From an optimization exercise on the open Yosys and OpenROAD flow, aimed at small area, a short achievable clock period and few clock cycles; shortcuts taken in it are not production practice. RTL that was checked went through simulation tests only; none was proved equivalent to the original. No activity file was given, so power comes from the tool's default toggle rates.

==> flow/design.v (excerpt) <==
module div32(
    input clk,
    input rst,
    input start,
    input [31:0] dividend,
    input [31:0] divisor,
    output [31:0] quotient,
    output [31:0] remainder,
    output reg finish
);
reg [31:0] r;       
reg [31:0] q;       
reg [31:0] d;       
reg [4:0]  za;      
reg [5:0]  j;       
reg        norm;    
reg        iter;    
assign quotient  = q;
assign remainder = r;
function [5:0] lzc32;
    input [31:0] x;
    reg [15:0] v1; reg [15:0] c1;
    reg [7:0]  v2; reg [15:0] c2;
    reg [3:0]  v3; reg [11:0] c3;
    reg [1:0]  v4; reg [7:0]  c4;
    integer i;
    begin
        for (i = 0; i < 16; i = i + 1) begin
            v1[i] = x[2*i+1] | x[2*i];
            c1[i] = ~x[2*i+1];
        end
        for (i = 0; i < 8; i = i + 1) begin
            v2[i] = v1[2*i+1] | v1[2*i];
            c2[2*i+:2] = v1[2*i+1] ? {1'b0, c1[2*i+1]} : {1'b1, c1[2*i]};
        end
        for (i = 0; i < 4; i = i + 1) begin
  ...
Size in the first run: about 1400 cells after synthesis, roughly 110 flip-flops, roughly 130 I/O pins.
==> flow/config.mk <==
export PLATFORM = sky130hd
export DESIGN_NAME = div32
export DESIGN_NICKNAME = div32
export VERILOG_FILES = /design/flow/design.v
export SDC_FILE = /design/flow/constraint.sdc
export NUM_CORES = 8
export LEC_CHECK = 0
export ABC_AREA = 1
export CAP_MARGIN = 20
export CORE_MARGIN = 2
export CORE_UTILIZATION = 40
export CTS_BUF_LIST = sky130_fd_sc_hd__clkbuf_8
export PLACE_DENSITY = 0.6
export SETUP_SLACK_MARGIN = 2.7
export SLEW_MARGIN = 20
==> flow/constraint.sdc <==
create_clock -name core_clock -period 5.0 [get_ports {clk}]
set_input_delay 1.0000 -clock core_clock [delete_from_list [all_inputs] [get_ports {clk}]]
set_output_delay 1.0000 -clock core_clock [all_outputs]
set_load 0.01 [all_outputs]
standard.sh (not shown) runs the stock make flow with config.mk's settings and CLKGATE_MAP_FILE= SYNTH_SCRIPT=/design/flow/synth_recipe.tcl, a recipe that flattens the netlist after the stock synthesis.
==> flow/flow/run.sh <==
#!/bin/bash
# Standard layout, with plain buffers on the ports instead of the default delay-cell buffers.
set -euo pipefail
bash standard.sh BUFFER_PORTS_ARGS="-buffer_cell sky130_fd_sc_hd__buf_1" finish > standard.log 2>&1
The baseline completed without violations.
Testbench counts at the start, summed over its fixed seeds: cycles 47,977.
Edit:
--- a/flow/design.v
+++ b/flow/design.v
@@ -4,24 +4,25 @@
     input rst,
     input start,
     input [31:0] dividend,
     input [31:0] divisor,
     output [31:0] quotient,
     output [31:0] remainder,
     output reg finish
 );
 reg [31:0] r;       
 reg [31:0] q;       
 reg [31:0] d;       
 reg [4:0]  za;      
+reg [5:0]  zb;      
 reg [5:0]  j;       
 reg        norm;    
 reg        iter;    
 assign quotient  = q;
 assign remainder = r;
 function [5:0] lzc32;
     input [31:0] x;
     reg [15:0] v1; reg [15:0] c1;
     reg [7:0]  v2; reg [15:0] c2;
     reg [3:0]  v3; reg [11:0] c3;
     reg [1:0]  v4; reg [7:0]  c4;
     integer i;
@@ -38,42 +39,42 @@
             v3[i] = v2[2*i+1] | v2[2*i];
             c3[3*i+:3] = v2[2*i+1] ? {1'b0, c2[2*(2*i+1)+:2]} : {1'b1, c2[2*(2*i)+:2]};
         end
         for (i = 0; i < 2; i = i + 1) begin
             v4[i] = v3[2*i+1] | v3[2*i];
             c4[4*i+:4] = v3[2*i+1] ? {1'b0, c3[3*(2*i+1)+:3]} : {1'b1, c3[3*(2*i)+:3]};
         end
         lzc32 = {~(v4[1] | v4[0]), v4[1] ? {1'b0, c4[7:4]} : {1'b1, c4[3:0]}};
     end
 endfunction
 wire [5:0] la = lzc32(dividend);
 wire [5:0] lb = lzc32(divisor);
-wire [4:0] sp = j[4:0] | ~za;                     
-wire [4:0] sg = j[4:0] & ~za;                     
+wire [4:0] sp = zb[4:0] | ~za;                     
+wire [4:0] sg = zb[4:0] & ~za;                     
 wire [5:0] sc;                                    
 assign sc[0] = 1'b1;
 assign sc[1] = sp[0];
-assign sc[2] = sg[1] | (sp[1] & j[0]) | (sp[1] & ~za[0]);
+assign sc[2] = sg[1] | (sp[1] & zb[0]) | (sp[1] & ~za[0]);
 assign sc[3] = sg[2] | (sp[2] & sg[1]) | (sp[2] & sp[1] & sp[0]);
 assign sc[4] = sg[3] | (sp[3] & sg[2]) | (sp[3] & sp[2] & sg[1]) | (sp[3] & sp[2] & sp[1] & sp[0]);
 assign sc[5] = sg[4] | (sp[4] & sg[3]) | (sp[4] & sp[3] & sg[2]) | (sp[4] & sp[3] & sp[2] & sg[1])
              | (sp[4] & sp[3] & sp[2] & sp[1] & sp[0]);
 wire [5:0] sh;                                    
-assign sh[0] = j[0] ^ za[0];
-assign sh[1] = j[1] ^ (~za[1] ^ sc[1]);
-assign sh[2] = j[2] ^ (~za[2] ^ sc[2]);
-assign sh[3] = j[3] ^ (~za[3] ^ sc[3]);
-assign sh[4] = j[4] ^ (~za[4] ^ sc[4]);
+assign sh[0] = zb[0] ^ za[0];
+assign sh[1] = zb[1] ^ (~za[1] ^ sc[1]);
+assign sh[2] = zb[2] ^ (~za[2] ^ sc[2]);
+assign sh[3] = zb[3] ^ (~za[3] ^ sc[3]);
+assign sh[4] = zb[4] ^ (~za[4] ^ sc[4]);
 assign sh[5] = ~sc[5];
-wire       triv = j[5] | sh[5];                   
+wire       triv = zb[5] | sh[5];                   
 wire [31:0] kg = r & ~d;
 wire [31:0] kt = r | ~d;
 wire kC_0 = r[0] | ~d[0];
 wire kC_1 = kg[1] | (kt[1] & r[0]) | (kt[1] & ~d[0]);
 wire kG0_3 = kg[3] | (kt[3] & kg[2]);
 wire kP0_3 = kt[3] & kt[2];
 wire kG0_5 = kg[5] | (kt[5] & kg[4]);
 wire kP0_5 = kt[5] & kt[4];
 wire kG0_7 = kg[7] | (kt[7] & kg[6]);
 wire kP0_7 = kt[7] & kt[6];
 wire kG0_9 = kg[9] | (kt[9] & kg[8]);
 wire kP0_9 = kt[9] & kt[8];
@@ -255,31 +256,28 @@
         norm   <= 1'b0;
         finish <= triv;
         iter   <= ~triv;
     end else if (iter) begin
         if (j[4:0] == 5'd0) begin
             iter   <= 1'b0;
             finish <= 1'b1;
         end
     end
 end
 always @(posedge clk) begin
     za <= la[4:0];
+    zb <= lb;
     if (start) begin
         r <= dividend;
         d <= divisor;
-        j <= lb;
     end else begin
-        if (norm & j[5]) r <= 32'b0;      
+        if (norm & zb[5]) r <= 32'b0;     
         else             r <= r ^ flip;
-        if (norm) begin
-            d <= d << sh[4:0];
-            j <= sh;
-        end else begin
-            d <= d >> 1;
-            j <= j - 6'd1;
-        end
+        if (norm) d <= d << sh[4:0];
+        else      d <= d >> 1;
     end
+    if (norm) j <= sh;
+    else      j <= j - 6'd1;
     if (norm)      q <= 32'b0;
     else if (iter) q <= {q[30:0], ge};
 end
 endmodule
Worst hold slack got worse by 0.084 ns.
Total power went down by about a fifth.
Global-route usage falls by 1.1 points.
Clock-buffer cell count increases by 8.
Routed wire length went down by a few percent.
First-iteration DRC count is lower by a few percent.
Flip-flop and latch count rises by 5.
Setup slack got worse by 0.023 ns.
Design area increases by a few percent.
Sequential power shrinks by a little under a tenth.
Non-clock buffer count goes down by 12.
Via count came out lower slightly.
Synthesized cell count is higher slightly.
Area after synthesis climbs slightly.
For the second run of this note, only the layout was checked, not whether the RTL still works.

-- separate check: timing with driven ports --
No port has a modelled driver above. Below, the same layouts with a new extraction and two added sets of constraints. Step 1 assumes that a clkbuf_16 drives the clock port and a buf_2 every other input. Step 2 times the ports against the registers' clock, not the clock port: input delays grow and output delays shrink by t, the midpoint of the rising clock arrivals with the driver on. a / b / c = ideal ports / drivers / drivers and shift; a / b = the first two.
run | t, ns | setup WS [ns] | hold WS [ns] | worst slew at a driven data input, ns | pins driven straight from the clock port
the first run | 0.447 | 2.809 / 2.809 / 2.402 | 0.428 / 0.413 / 0.508 | 0.06 | 1
the second run | 0.504 | 2.785 / 2.785 / 2.334 | 0.344 / 0.338 / 0.445 | 0.04 | 1
After both steps every run listed still meets setup and hold. The setup slack of the second run, which loses most, moves by 0.000 ns with the drivers and by -0.451 ns with both steps.
